What follows belongs to an exercise in optimizing a design on an open flow for small area; a production flow would make more cautious choices. The RTL was checked by simulation tests, not by an equivalence proof against the original design. The flow treats the clock pin as an ideal source, which a real chip does not have. Power and IR drop assume default switching activity.

Design acc_bias_relu, start of the top module:
module acc_bias_relu(
    input i_add4_end,
    input clk,
    input rst_n,
    input layer1,
    output o_acc_end,
    input [15:0] i_acc_bias_fm_col,
    input i_add4_valid,
    input signed [22*32-1:0] i_add4_data,
    input signed [22*32-1:0] i_bias,
    input [15:0] i_bias_addr_base,
    output [15:0] o_sel_bias_addr,
    output [8*32-1:0] o_acc_data_out,
    output o_acc_data_out_valid
    );
wire [7*32-1:0] res;
genvar k;
generate
    for (k = 0; k < 32; k = k + 1) begin : lane
        relu_lane u (.a(i_add4_data[22*k +: 22]), .b(i_bias[22*k +: 22]), .y(res[7*k +: 7]));
    end
endgenerate
reg [7*32-1:0] d1, d2, d3, d4, d5;
always @(posedge clk) begin
    d1 <= {~res[7*32-1:7*16], res[7*16-1:0]};
    d2 <= d1;
    d3 <= d2;
    d4 <= d3;
    d5 <= d4;
end
reg [4:0] vld;
reg [15:0] sel_bias_addr_buf;
reg acc_end_ff1, acc_end_ff2;
always @(posedge clk) begin
    if (!rst_n) begin
        vld <= 0;
  ...
Size in the first run: roughly 4000 cells after synthesis, ~1100 flip-flops, ~42000 µm² of cells after synthesis.
==> flow/config.mk <==
export PLATFORM = sky130hd
export DESIGN_NAME = acc_bias_relu
export DESIGN_NICKNAME = acc_bias_relu
export VERILOG_FILES = /design/flow/design.v
export SDC_FILE = /design/flow/constraint.sdc
export NUM_CORES = 4
export LEC_CHECK = 0
export CAP_MARGIN = 20
export CORE_AREA = 10 10 360 260
export DIE_AREA = 0 0 370 270
export GPL_ROUTABILITY_DRIVEN = 0
export GPL_TIMING_DRIVEN = 0
export PLACE_DENSITY = 0.8
export SLEW_MARGIN = 40
==> flow/constraint.sdc <==
create_clock -name core_clock -period 5.0 [get_ports {clk}]
set_input_delay 1.0000 -clock core_clock [delete_from_list [all_inputs] [get_ports {clk}]]
set_output_delay 1.0000 -clock core_clock [all_outputs]
set_load 0.01 [all_outputs]
standard.sh (not shown) runs the stock make flow with config.mk's settings and CLKGATE_MAP_FILE= SYNTH_SCRIPT=/design/flow/synth_recipe.tcl, a recipe that flattens the netlist after the stock synthesis.
==> flow/flow/run.sh <==
#!/bin/bash
# The standard layout (standard.sh: ORFS with synth_recipe.tcl), with these changes:
# - each port is buffered by the smallest buffer (buf_1), not the cell buffer_ports picks;
# - the clock tree is built with the clock_tree_synthesis arguments in CTS_ARGS;
# - synthesis extracts only full adders (not half adders) and maps the rest with
#   flow/abc_speed.script, which recovers more area than ORFS's own script.
#   The registers are mapped exactly as in the standard synthesis (that happens before ABC).
# - nor2b cells are added to the platform's don't-use list: the layer1 mask then maps to
#   nor2 gates that share one inverter of layer1.
# Every other ORFS script is used unchanged, from a copy in ./scripts.
# ORFS writes each tool's full log under orfs/logs; standard.sh's output goes to standard.log.
set -euo pipefail
export BUFFER_PORTS_ARGS="-buffer_cell sky130_fd_sc_hd__buf_1"
export CTS_ARGS="-sink_clustering_enable -repair_clock_nets -buf_list sky130_fd_sc_hd__clkbuf_4 -sink_clustering_size 10 -sink_clustering_max_diameter 35 -dont_use_dummy_load"
export PLACE_PINS_ARGS="-min_distance 1 -min_distance_in_tracks"
rm -rf scripts
cp -r "$FLOW_HOME/scripts" scripts
cp flow/abc_speed.script scripts/abc_speed.script
# extract only full adders (no half adders) before ABC
grep -q 'extract_fa {\*}\[dont_use_extract_fa_args\]' scripts/synth.tcl
sed -i 's/extract_fa {\*}\[dont_use_extract_fa_args\]/extract_fa -fa/' scripts/synth.tcl
export SCRIPTS_DIR="$PWD/scripts"
# the platform's don't-use list (from its config.mk) plus the extra cells; on make's command
# line, as the platform's config.mk sets the variable itself
du=$(sed -n '/^export DONT_USE_CELLS += /,/^#$/p' "$FLOW_HOME/platforms/sky130hd/config.mk" | grep -o 'sky130_fd_sc_hd__[a-z0-9_]*' | tr '\n' ' ')
bash standard.sh "DONT_USE_CELLS=$du sky130_fd_sc_hd__nor2b_1 sky130_fd_sc_hd__nor2b_2 sky130_fd_sc_hd__nor2b_4" finish > standard.log 2>&1
==> flow/flow/abc_speed.script <==
strash
&get -n
&st
&dch
&nf -R 1000
&put
&get -n
&st
&dch -f
&nf -R 1000
&put
topo
stime -c
buffer -c
upsize -c
dnsize -c
Next try:
==> flow/flow/run.sh (replaced) <==
#!/bin/bash
# The standard layout (standard.sh: ORFS with synth_recipe.tcl), with these changes:
# - each port is buffered by the smallest buffer (buf_1), not the cell buffer_ports picks;
# - the clock tree is built with the clock_tree_synthesis arguments in CTS_ARGS;
# - synthesis leaves adders to ABC (no extract_fa step) and maps the logic with
#   flow/abc_speed.script, which recovers more area than ORFS's own script.
#   The registers are mapped exactly as in the standard synthesis (that happens before ABC).
# Every other ORFS script is used unchanged, from a copy in ./scripts.
# ORFS writes each tool's full log under orfs/logs; standard.sh's output goes to standard.log.
set -euo pipefail
export BUFFER_PORTS_ARGS="-buffer_cell sky130_fd_sc_hd__buf_1"
export CTS_ARGS="-sink_clustering_enable -repair_clock_nets -buf_list sky130_fd_sc_hd__clkbuf_4 -sink_clustering_size 12 -sink_clustering_max_diameter 35 -dont_use_dummy_load"
rm -rf scripts
cp -r "$FLOW_HOME/scripts" scripts
cp flow/abc_speed.script scripts/abc_speed.script
# skip the full/half adder extraction: the condition line becomes a constant 0
grep -q '^  \[dont_use_adder_kinds\] ne "none"$' scripts/synth.tcl
sed -i 's/^  \[dont_use_adder_kinds\] ne "none"$/  0/' scripts/synth.tcl
export SCRIPTS_DIR="$PWD/scripts"
bash standard.sh > standard.log 2>&1
Settings changed: CORE_AREA 10 10 360 260 to 10 10 550 390, DIE_AREA 0 0 370 270 to 0 0 560 400, GPL_ROUTABILITY_DRIVEN 0 to unset, GPL_TIMING_DRIVEN 0 to unset, PLACE_DENSITY 0.8 to unset.
=>
- wire length rises by 67%
- worst setup slack gets worse by 330 ps
- global-route usage goes down by 7.8 points
- final cell count came out higher by 22%
- first-iteration DRC count goes up by 12%
- flip-flop and latch count is unchanged
- cell area grows by 5.1%
Next try:
--- a/flow/flow/run.sh
+++ b/flow/flow/run.sh
@@ -7,2 +7,4 @@
 #   The registers are mapped exactly as in the standard synthesis (that happens before ABC).
+# - nor2b cells are added to the platform's don't-use list: the layer1 mask then maps to
+#   nor2 gates that share one inverter of layer1.
 # Every other ORFS script is used unchanged, from a copy in ./scripts.
@@ -11,3 +13,4 @@
 export BUFFER_PORTS_ARGS="-buffer_cell sky130_fd_sc_hd__buf_1"
-export CTS_ARGS="-sink_clustering_enable -repair_clock_nets -buf_list sky130_fd_sc_hd__clkbuf_4 -sink_clustering_size 12 -sink_clustering_max_diameter 35 -dont_use_dummy_load"
+export CTS_ARGS="-sink_clustering_enable -repair_clock_nets -buf_list sky130_fd_sc_hd__clkbuf_4 -sink_clustering_size 10 -sink_clustering_max_diameter 35 -dont_use_dummy_load"
+export PLACE_PINS_ARGS="-min_distance 1 -min_distance_in_tracks"
 rm -rf scripts
@@ -19,2 +22,5 @@
 export SCRIPTS_DIR="$PWD/scripts"
-bash standard.sh > standard.log 2>&1
+# the platform's don't-use list (from its config.mk) plus the extra cells; on make's command
+# line, as the platform's config.mk sets the variable itself
+du=$(sed -n '/^export DONT_USE_CELLS += /,/^#$/p' "$FLOW_HOME/platforms/sky130hd/config.mk" | grep -o 'sky130_fd_sc_hd__[a-z0-9_]*' | tr '\n' ' ')
+bash standard.sh "DONT_USE_CELLS=$du sky130_fd_sc_hd__nor2b_1 sky130_fd_sc_hd__nor2b_2 sky130_fd_sc_hd__nor2b_4" finish > standard.log 2>&1
Settings changed: CORE_AREA 10 10 550 390 to 10 10 360 260, DIE_AREA 0 0 560 400 to 0 0 370 270, PLACE_DENSITY set to 0.8.
Effect:
- sequential share of layout area climbs by 2.5 points
- first-iteration DRC count drops by about a fifth
- register-to-register slack got worse by 40 ps
- hold slack improved by 58 ps
- final area drops by a few percent
- wire length drops by a quarter to a third
- power drops by a few percent
Next try:
--- a/flow/flow/run.sh
+++ b/flow/flow/run.sh
@@ -4,3 +4,3 @@
 # - the clock tree is built with the clock_tree_synthesis arguments in CTS_ARGS;
-# - synthesis leaves adders to ABC (no extract_fa step) and maps the logic with
+# - synthesis extracts only full adders (not half adders) and maps the rest with
 #   flow/abc_speed.script, which recovers more area than ORFS's own script.
@@ -18,5 +18,5 @@
 cp flow/abc_speed.script scripts/abc_speed.script
-# skip the full/half adder extraction: the condition line becomes a constant 0
-grep -q '^  \[dont_use_adder_kinds\] ne "none"$' scripts/synth.tcl
-sed -i 's/^  \[dont_use_adder_kinds\] ne "none"$/  0/' scripts/synth.tcl
+# extract only full adders (no half adders) before ABC
+grep -q 'extract_fa {\*}\[dont_use_extract_fa_args\]' scripts/synth.tcl
+sed -i 's/extract_fa {\*}\[dont_use_extract_fa_args\]/extract_fa -fa/' scripts/synth.tcl
 export SCRIPTS_DIR="$PWD/scripts"
--- a/flow/flow/abc_speed.script
+++ b/flow/flow/abc_speed.script
@@ -4,2 +4,7 @@
 &dch
+&nf -R 1000
+&put
+&get -n
+&st
+&dch -f
 &nf -R 1000
Effect: Wire length goes down by 3.5%. Synthesized cell count drops by about 2%. Sequential power barely changes. Clock power shrinks by about 2%. Total power came out lower by about 0.9%. First-iteration DRC count decreases by 4.2%. Final area goes down by 1.4%. Worst hold slack improved by 10 ps. Sequential share of layout area increases by 0.64 points. Setup slack gains 130 ps.

==> afterwards: timing with drivers on the ports <==
How much do the figures lean on ideal ports? The routed layouts below were timed once more, with nothing changed but the port constraints.
Step 1: set_driving_cell puts a clkbuf_16 on clk and a buf_2 on each other input, an assumption about the parent block.
Step 2 times the ports against the registers' clock, not the clock port: input delays grow and output delays shrink by t, the midpoint of the rising clock arrivals with the driver on.
Slacks: ideal / step 1 / step 2; pairs: ideal / step 1.
run	shift t [ns]	setup WS [ns]	hold slack, ns	latest minus earliest clock arrival (ns)	worst register clock-pin slew, ns
the first run	0.957	0.606 / 0.636 / -0.321	0.244 / 0.244 / 0.244	0.125 / 0.124	0.11 / 0.11
the second run	1.142	0.276 / 0.314 / -0.828	0.162 / 0.162 / 0.162	0.219 / 0.220	0.12 / 0.12
the third run	0.996	0.555 / 0.448 / -0.549	0.219 / 0.200 / 0.249	0.130 / 0.129	0.10 / 0.10
the fourth run	0.995	0.684 / 0.711 / -0.284	0.230 / 0.230 / 0.230	0.153 / 0.152	0.11 / 0.11
With both steps, setup timing fails in every run listed, where it was met with ideal ports.
